From an optimization exercise on the open Yosys and OpenROAD flow, aimed at small area; shortcuts taken in it are not production practice. Only simulation tests tie the RTL to the original design; equivalence was not proved. Power figures rest on the tool's default switching activity, not on a simulated workload.

[design/flow/design.v]
module PC_adder(a,b,s);
input [31:0] a, b;
output [31:0] s;
assign s = a + b;
endmodule
module Program_Counter(clk, reset, PC_Next, PC);
input clk, reset;
input [31:0] PC_Next;
output reg [31:0] PC;
always @ (posedge clk or posedge reset)
begin
  if(reset) begin
    PC <= 32'h00000000;
  end else begin
    PC <= PC_Next;
  end
end
endmodule
module MUX(a,b,s,o);
input [31:0] a,b;
input s;
output [31:0] o;
assign o = (s) ? b : a;
endmodule
module Branch_Target(ImmExtendOutput, PCOutPut, BranchTarget);
input [31:0] ImmExtendOutput, PCOutPut;
output [31:0] BranchTarget;
assign BranchTarget = ImmExtendOutput + PCOutPut;
endmodule
module ImmExtend (
  input [31:0] instr,
  input [1:0] ImmSrc,
  output reg [31:0] extendedImm
);
always @*
begin
  case (ImmSrc)
    2'b00:  
      extendedImm = {{20{instr[31]}}, instr[31:20]};
    2'b01:  
      extendedImm = {{20{instr[31]}}, instr[31:25], instr[11:7]};
    2'b10:  
      extendedImm = {{19{instr[31]}}, instr[31], instr[7], instr[30:25], instr[11:8], 1'b0};
    2'b11:  
      extendedImm = {{12{instr[31]}}, instr[31], instr[19:12], instr[20], instr[30:21], 1'b0};
    default:
      extendedImm = 32'h0;
  endcase
end
endmodule
module ALU(A, B,ALU_Control, Result, zeroFlag, negativeFlag, carryFlag, overflowFlag, branch_out);
input [31:0] A,B;
input [2:0] ALU_Control;
output [31:0] Result;
output zeroFlag,negativeFlag,carryFlag,overflowFlag, branch_out;
wire [31:0] A_AND_B, A_OR_B, NOT_B, MUX_1, SUM, SLT, MUX_2, XOR;
wire carry_out;
assign A_AND_B = A & B;
assign A_OR_B = A | B;
assign NOT_B = ~B;
assign XOR = A ^ B;
assign branch_out = (ALU_Control == 3'b110) ? (A==B) : 1'b0;
assign MUX_1 = (ALU_Control[0] == 1'b0) ? B : NOT_B;
assign {carry_out, SUM} = A + MUX_1 + ALU_Control[0];
assign SLT = {31'b0000000000000000000000000000000, SUM[31]};
assign MUX_2 = (ALU_Control == 3'b000) ? SUM : 
                (ALU_Control == 3'b001) ? SUM : 
                (ALU_Control == 3'b010) ? A_AND_B : 
                (ALU_Control == 3'b011) ? A_OR_B : 
                (ALU_Control == 3'b101) ? SLT :  
                (ALU_Control == 3'b111) ? XOR : 32'h00000000; 
assign Result = MUX_2;
assign zeroFlag = &(~Result);
assign negativeFlag = Result[31];
assign carryFlag = carry_out & (~(ALU_Control[1]));
assign overflowFlag = (A[31] ^ SUM[31]) & (~(A[31] ^ B[31] ^ ALU_Control[0])) & (~ALU_Control[1]);
endmodule
module ALU_Decoder(ALU_Op, func3, func7, ALU_Control);
  input [1:0] ALU_Op;
  input [2:0] func3;
  input [6:0] func7;
  output [2:0] ALU_Control;
  assign ALU_Control = (ALU_Op == 2'b00) ? 3'b000 :                    
                       (ALU_Op == 2'b10 && func3 == 3'b000 && func7 == 7'b0000000) ? 3'b000 :   
                       (ALU_Op == 2'b10 && func3 == 3'b000 && func7 == 7'b0100000) ? 3'b001 :   
                       (ALU_Op == 2'b10 && func3 == 3'b010 && func7 == 7'b0000000) ? 3'b101 :   
                       (ALU_Op == 2'b10 && func3 == 3'b110 && func7 == 7'b0000000) ? 3'b011 :   
                       (ALU_Op == 2'b10 && func3 == 3'b111 && func7 == 7'b0000000) ? 3'b010 :   
                       (ALU_Op == 2'b10 && func3 == 3'b100 && func7 == 7'b0000000) ? 3'b111 :   
                       (ALU_Op == 2'b01 && func3 == 3'b000) ? 3'b110 :   
                       (ALU_Op == 2'b10 && func3 == 3'b000) ? 3'b000 :    
                       3'b000;  
endmodule
module Main_Decoder(zero, opcode, regWrite, ImmSrc, ALUSrc, MemWrite, MemReg, ResultSrc, ALU_Op, PCSrc, Branch, Jump);
input zero;
input [6:0] opcode;
output reg regWrite, ALUSrc, MemWrite, MemReg, PCSrc, Branch, Jump;
output reg [1:0] ImmSrc, ResultSrc, ALU_Op;
always @ (opcode or zero)
begin
  if(opcode == 7'b0000011) begin   
    regWrite = 1'b1;
    ImmSrc = 2'b00;
    ALUSrc = 1'b1;
    MemWrite = 1'b0;
    ResultSrc = 2'b10;
    Branch = 1'b0;
    ALU_Op = 2'b00;
    MemReg = 1'b1;
    Jump = 1'b0;
    PCSrc = Branch & zero;
  end
  else if (opcode == 7'b0100011) begin  
    regWrite = 1'b0;
    ImmSrc = 2'b01;
    ALUSrc = 1'b1;
    MemWrite = 1'b1;
    ResultSrc = 2'b00;
    Branch = 1'b0;
    ALU_Op = 2'b00;
    MemReg = 1'b0;
    Jump = 1'b0;
    PCSrc = Branch & zero;
  end
  else if (opcode == 7'b0110011) begin  
    regWrite = 1'b1;
    ImmSrc = 2'b00;
    ALUSrc = 1'b0;
    MemWrite = 1'b0;
    ResultSrc = 2'b01;
    Branch = 1'b0;
    ALU_Op = 2'b10;
    MemReg = 1'b0;
    Jump = 1'b0;
    PCSrc = Branch & zero;
  end
  else if (opcode == 7'b0010011) begin   
    regWrite = 1'b1;
    ImmSrc = 2'b00;
    ALUSrc = 1'b1;
    MemWrite = 1'b0;
    ResultSrc = 2'b01;
    Branch = 1'b0;
    ALU_Op = 2'b10;
    MemReg = 1'b0;
    Jump = 1'b0;
    PCSrc = Branch & zero;
  end else if (opcode == 7'b1100011) begin   
    regWrite = 1'b0;
    ImmSrc = 2'b10;
    ALUSrc = 1'b0;
    MemWrite = 1'b0;
    ResultSrc = 2'b00;
    Branch = 1'b1;
    ALU_Op = 2'b01;
    MemReg = 1'b0;
    Jump = 1'b0;
    PCSrc = Branch & zero;
  end else if (opcode == 7'b1101111) begin   
    regWrite = 1'b1;
    ImmSrc = 2'b11;
    ALUSrc = 1'b0;
    MemWrite = 1'b0;
    ResultSrc = 2'b10;
    Branch = 1'b0;
    ALU_Op = 2'b00;
    MemReg = 1'b0;
    Jump = 1'b1;
    PCSrc = Branch & zero;
  end else begin
    regWrite = 1'b1;
    ImmSrc = 2'b00;
    ALUSrc = 1'b1;
    MemWrite = 1'b0;
    ResultSrc = 2'b10;
    Branch = 1'b0;
    ALU_Op = 2'b00;
    MemReg = 1'b1;
    Jump = 1'b0;
    PCSrc = Branch & zero;
  end
end
endmodule
module Control_unit_top(
    input zero,
    input [6:0] opcode,
    input [2:0] func3,
    input [6:0] func7,
    output wire regWrite,
    output [1:0] ImmSrc, ResultSrc,
    output [2:0] ALU_Control,
    output ALUSrc, MemReg, PCSrc,
    output MemWrite, Branch, Jump,
    output [1:0] ALU_Op
);
Main_Decoder Main_Decoder(
    .zero(zero),
    .opcode(opcode),
    .regWrite(regWrite),
    .ImmSrc(ImmSrc),
    .ALUSrc(ALUSrc),
    .MemWrite(MemWrite),
    .MemReg(MemReg),
    .PCSrc(PCSrc),
    .ResultSrc(ResultSrc),
    .ALU_Op(ALU_Op),
    .Branch(Branch),
    .Jump(Jump)
);
ALU_Decoder ALU_Decoder(
    .ALU_Op(ALU_Op),
    .func3(func3),
    .func7(func7),
    .ALU_Control(ALU_Control)  
);
endmodule
module Register_File (
    input [4:0] A1, A2, A3,
    input clk, reset, WE3,
    input [31:0] WD3,
    output reg [31:0] RD1, RD2
);
reg [31:0] Register [0:31];  
always @(posedge clk or posedge reset) begin
    if (reset) begin
        for (integer i = 0; i < 32; i = i + 1) begin
            Register[i] <= 32'h00000000;  
        end
    end else begin
        if (WE3) begin
            Register[A3] <= WD3;  
        end
    end
end
always @(*) begin
    RD1 = (A1 == 5'd0) ? 32'b0 : Register[A1];
    RD2 = (A2 == 5'd0) ? 32'b0 : Register[A2];
end
endmodule
module Single_Cycle_Top(clk, reset, imem_addr, imem_rdata, dmem_addr, dmem_wdata, dmem_we, dmem_rdata);
input clk, reset;
output [31:0] imem_addr;
input [31:0] imem_rdata;
output [31:0] dmem_addr, dmem_wdata;
output dmem_we;
input [31:0] dmem_rdata;
wire [31:0] instr, PC_Plus_4, PC_out, RD_1_top, RD_2_top, ImmExtend_top, srcB, MUXBDM_OUT, ALU_result_top, DM_RD, PC_Mux_out, Final_result, BT;
wire regWrite, ALUSrc, zero, MemWrite, MemReg, PCSrc, branch_out, Branch, Jump;
wire [1:0] ImmSrc, ResultSrc, ALU_Op;
wire [2:0] ALU_Control_top;
Program_Counter Program_Counter(
    .clk(clk), 
    .reset(reset), 
    .PC_Next(PC_Mux_out), 
    .PC(PC_out)
    );
PC_adder PC_adder(
    .a(PC_out),
    .b(32'd4),
    .s(PC_Plus_4)
    );
Branch_Target Branch_Target(
    .ImmExtendOutput(ImmExtend_top), 
    .PCOutPut(PC_out), 
    .BranchTarget(BT)
    );
MUX Mux_PC(
    .a(PC_Plus_4),
    .b(BT),
    .s((branch_out && Branch) || Jump),
    .o(PC_Mux_out)
);
assign imem_addr = PC_out;
assign instr = (reset) ? 32'h00000000 : imem_rdata;
Register_File Register_File(
    .clk(clk),
    .reset(reset),
    .A1(instr[19:15]), 
    .A2(instr[24:20]), 
    .A3(instr[11:7]),  
    .WE3(regWrite), 
    .WD3(Final_result), 
    .RD1(RD_1_top), 
    .RD2(RD_2_top)
    );
ImmExtend ImmExtend(
    .instr(instr), 
    .ImmSrc(ImmSrc), 
    .extendedImm(ImmExtend_top)
    );
MUX MUX(
    .a(RD_2_top),
    .b(ImmExtend_top),
    .s(ALUSrc),
    .o(srcB)
    );
ALU ALU(
    .A(RD_1_top), 
    .B(srcB),
    .ALU_Control(ALU_Control_top), 
    .Result(ALU_result_top),
    .branch_out(branch_out)
    );
assign dmem_addr = ALU_result_top;
assign dmem_wdata = RD_2_top;
assign dmem_we = MemWrite;
assign DM_RD = dmem_rdata;
MUX MUX_Before_DM(
    .a(ALU_result_top),
    .b(PC_Plus_4),
    .s(Jump),
    .o(MUXBDM_OUT)
);
MUX MUX_after_DM(
    .a(MUXBDM_OUT),
    .b(DM_RD),
    .s(MemReg),
    .o(Final_result)
    );
Control_unit_top Control_unit_top(
    .zero(1'b0),
    .opcode(instr[6:0]), 
    .func3(instr[14:12]), 
    .func7(instr[31:25]), 
    .regWrite(regWrite), 
    .ImmSrc(ImmSrc), 
    .ResultSrc(ResultSrc), 
    .ALU_Control(ALU_Control_top), 
    .ALUSrc(ALUSrc), 
    .MemWrite(MemWrite), 
    .MemReg(MemReg),
    .Jump(Jump),
    .PCSrc(PCSrc),
    .Branch(Branch),
    .ALU_Op(ALU_Op)
    );
endmodule
[design/flow/run.sh]
#!/bin/bash
# synth_recipe.tcl (not shown) runs the flow's synth.tcl, then flattens the netlist and writes it again
# the make line also repeats each setting of config.mk as NAME=value (left out here)
make -C /OpenROAD-flow-scripts/flow DESIGN_CONFIG=/design/flow/config.mk WORK_HOME=/design/flow/orfs CLKGATE_MAP_FILE= SYNTH_SCRIPT=/design/flow/synth_recipe.tcl finish
[design/flow/config.mk]
export PLATFORM = sky130hd
export DESIGN_NAME = Single_Cycle_Top
export DESIGN_NICKNAME = Single_Cycle_Top
export VERILOG_FILES = /design/flow/design.v
export SDC_FILE = /design/flow/constraint.sdc
export NUM_CORES = 4
export LEC_CHECK = 0
export CAP_MARGIN = 20
export CELL_PAD_IN_SITES_DETAIL_PLACEMENT = 2
export CELL_PAD_IN_SITES_GLOBAL_PLACEMENT = 2
export CORE_MARGIN = 2
export CORE_UTILIZATION = 30
export PLACE_DENSITY = 0.45
export SLEW_MARGIN = 20
[design/flow/constraint.sdc]
create_clock -name core_clock -period 14.0 [get_ports {clk}]
set_input_delay 2.8000 -clock core_clock [delete_from_list [all_inputs] [get_ports {clk}]]
set_output_delay 2.8000 -clock core_clock [all_outputs]
set_load 0.01 [all_outputs]
==> load_flow_metrics.sql <==
INSERT INTO impl_metrics (metric_group, metric, value, unit) VALUES
('power', 'vdd_ir_drop_max', '91.9', 'uV'),
('timing', 'fin_skew', '0.0386', 'ns'),
('global_route', 'first_global_vias', '58400', ''),
('cts', 'cts.htree.levels', '4', ''),
('worst_setup_path', 'setup.worst_path.class', 'in2out', ''),
('routing', 'wl_per_instance', '43.5', 'microns'),
('cts', 'cts-buffers-inserted', '133', ''),
('timing', 'slew-limit-headroom', '15.9', '%'),
('floorplanning', 'core-area', '183000', 'sq um'),
('routing', 'drt_first_pass_iters', '9', ''),
('global_route', 'overflow', '0', ''),
('timing', 'final_max_slew_viol_count', '0', ''),
('worst_setup_path', 'critical_path.top_delay_family', 'buffers and inverters', ''),
('timing', 'unrepaired_setup_endpoints_after_global_routing', 'no', ''),
('power', 'p_total', '0.00933', 'W'),
('cts', 'clock_latency', '0.82', 'ns'),
('worst_setup_path', 'setup.worst_path.end_class', 'primary output', ''),
('worst_setup_path', 'worst-path-max-fanout', '21', ''),
('logic_synthesis', 'synth_cell_types', '90', ''),
('worst_setup_path', 'worstPathRequired', '11.20', 'ns'),
('floorplanning', 'ios', '163', ''),
('power', 'total_leakage_power', '27.9', 'nW'),
('timing', 'final_setup_violation_count', '0', ''),
('placement', 'half_perimeter_wire_length_after_detailed_placement', '254000', 'microns'),
('worst_setup_path', 'cp_data_arrival_time', '10.85', 'ns'),
('worst_setup_path', 'critical_path.max_stage_delay', '1.10', 'ns'),
('cts', 'cts_repair_resize_count', '0', ''),
('placement', 'place.port_buffers', '162', ''),
('timing', 'crit_path_setup_slack_layout', '0.353', 'ns'),
('logic_synthesis', 'synth_seq_area_share', '46.4', '%'),
('floorplanning', 'initial_core_util', '30.2', '%'),
('worst_setup_path', 'worst_setup_path_startpoint', 'imem_rdata[23]', ''),
('hold_path', 'hold_class', 'reg2reg', ''),
('cts', 'cts_root_buf', 'clkbuf_16', ''),
('routing', 'via_count', '57700', ''),
('finish', 'layout_commonest_cell', 'dfrtp_1', ''),
('global_route', 'grt_antenna_before_repair', '14', ''),
('global_route', 'grt_first_pass_wirelength', '520000', 'microns'),
('logic_synthesis', 'synth_top_area_share', '46.4', '%'),
('worst_setup_path', 'critPathLaunchType', 'primary input', ''),
('global_route', 'grt_util_all_layers', '40.5', '%'),
('placement', 'final_gp_congestion', '0.958', ''),
('logic_synthesis', 'synth_area', '55200', 'sq um'),
('worst_setup_path', 'timing.rr.start', 'Register_File.Register[28][0]', ''),
('routing', 'via_per_inst', '6.53', ''),
('worst_setup_path', 'reg2reg_depth', '24', ''),
('floorplanning', 'floorplan.die.width', '433', 'microns'),
('routing', 'drtAntennaViolNets', '0', ''),
('hold_path', 'hp-start', 'Register_File.Register[1][7]', ''),
('worst_setup_path', 'crit_path_top_delay_cell', 'clkdlybuf4s50_1', ''),
('floorplanning', 'die_h', '433', 'microns'),
('logic_synthesis', 'postSynthAreaPerCell', '8.81', 'sq um'),
('run_status', 'status', 'timing/DRC/antenna clean', ''),
('logic_synthesis', 'yosys_register_bits', '1024', ''),
('cts', 'cts.sinks', '1024', ''),
('worst_setup_path', 'cp_num_cells', '21', ''),
('routing', 'routed_wirelength', '385000', 'microns'),
('finish', 'drive_gt1_share', '10.7', '%'),
('floorplanning', 'area_of_the_die', '187000', 'sq um'),
('worst_setup_path', 'cp.buffers_inverters', '3', ''),
('global_route', 'grt_max_degree', '149', ''),
('logic_synthesis', 'synth_cells', '6265', ''),
('routing', 'post-route-drc-count', '0', ''),
('floorplanning', 'rows', '157', ''),
('placement', 'place_ws', '0.588', 'ns'),
('timing', 'setup_total_negative_slack', '0', 'ns'),
('finish', 'area.growth.synth_to_final', '18.4', '%'),
('timing', 'min_period', '13.65', 'ns'),
('logic_synthesis', 'synth_largest_area_cell', 'dfrtp_1', ''),
('cts', 'clk_pin_slew_worst_paths', '0.05', 'ns'),
('routing', 'drt_first_iter_violations', '6864', '');
sequential cells by signal, indices dropped and copies added (netlist names):
register                count
Program_Counter.PC         32
Register_File.Register    992
synth_stat cells, drive strengths merged, types with 8 or more instances:
cell type,count
a22oi,554
a221oi,151
inv,98
dfrtp,1024
xnor2,79
nor2b,14
and2,12
a21oi,235
o21ai,1034
nand4,117
a31oi,42
nor2,354
o21a,15
nor4,19
buf,80
nand2,1040
nand3,145
o31ai,32
nand2b,19
a22o,152
a222oi,61
o21bai,8
and3,31
o211ai,21
mux2i,27
ha,126
xor2,35
a21o,70
clkbuf,482
nor3,69
and4,8
per-stage QoR:
step / std cells / hold WS (ns) / util, %
6_report: 8843 / 0.506 / 35.8
5_1_grt: 8831 / 0.531 / 35.7
4_1_cts: 8830 / 0.508 / 35.7
3_5_place_dp: 8595 / 0.495 / 33.3
3_3_place_gp: 8592 / 0.476 / 33.3
2_1_floorplan: 6265 / 0.461 / -
metal layers:
metal	global-route usage [%]	vias to the layer above	wire, microns
li1	-	23000	-
met1	53.1	30400	160000
met2	60.8	3215	167000
met3	8.92	1103	30700
met4	24.4	2	27200
met5	0	-	11
final timing paths:
path	to
worst max-delay path	dmem_addr[19]
worst min-delay path	Register_File.Register[1][7]
worst max register to register	Register_File.Register[9][18]
worst min register to register	Register_File.Register[1][7]
max in group asynchronous	Register_File.Register[15][14]
min in group asynchronous	Program_Counter.PC[0]
power by group:
group | switching, W | internal [W] | total [W]
registers | 0.000705 | 0.00347 | 0.00417
clock network | 0.00150 | 0.00211 | 0.00361
logic | 0.000990 | 0.000555 | 0.00154
kinds of logic (layout without fill, tap and decap cells):
kind of cell,Yosys count,after routing,synth area share (%)
compound gates,2429,2429,28.8
xor+xnor,114,114,1.81
fa+ha+maj,128,128,2.93
buf+inv,661,762,4.66
flops,1024,1024,46.4
mux,33,33,0.612
other cells,0,13,0
simple gates,1876,1876,14.8
worst reg2reg max path, stage by stage (launching register included):
cell and delay [ns]:
dfrtp_1 0.42, inv_1 0.12, nor3_1 0.07, a2111o_1 0.47, nor4b_4 0.34, a31oi_4 0.20
a21o_4 0.30, mux2i_1 0.28, inv_1 0.14, fa_1 0.47, a21o_1 0.19, a21o_1 0.22
a2111oi_2 0.57, o41ai_1 0.17, buf_4 0.19, o31ai_2 0.40, buf_4 0.20, nor2b_1 0.06
a31oi_1 0.20, xnor2_1 0.09, a222oi_1 0.60, o21ai_1 0.19, a21oi_2 0.17, buf_4 0.39
o21ai_0 0.27
final cells by class:
cell class | instances | area (sq um) | share of cell area, %
Timing Repair Buffer | 428 | 3850 | 5.89
Antenna cell | 13 | 32.5 | 0.0497
Clock buffer | 194 | 3900 | 5.97
Inverter | 99 | 398 | 0.608
Sequential cell | 1024 | 25600 | 39.2
Multi-Input combinational cell | 4580 | 28000 | 42.8
Clock inverter | 41 | 533 | 0.815
Tap cell | 2464 | 3080 | 4.71

## separate check: timing with driven ports
In the flow no input, the clock included, has a driving cell. The finished layout below was timed again as built, in two steps.
Step 1 sets driving cells, clkbuf_16 on the clock port and buf_2 on the other inputs (assumed; they add their load-dependent delay and slew).
Step 2, shift: input delay + t, output delay - t, t = (earliest + latest rising clock arrival at the registers) / 2. This alone moves slack from input paths to output paths.
Slacks: ideal ports / drivers / drivers and shift; pairs: ideal ports / drivers.
t, ns: 0.885
setup slack, ns: 0.353 / 0.330 / 0.330
worst slew at a driven data input, ns: 0.09
pins driven straight from the clock port: 1
After both steps this run still meets setup and hold. The setup slack of this run moves by -0.023 ns with the drivers and by -0.023 ns with both steps.
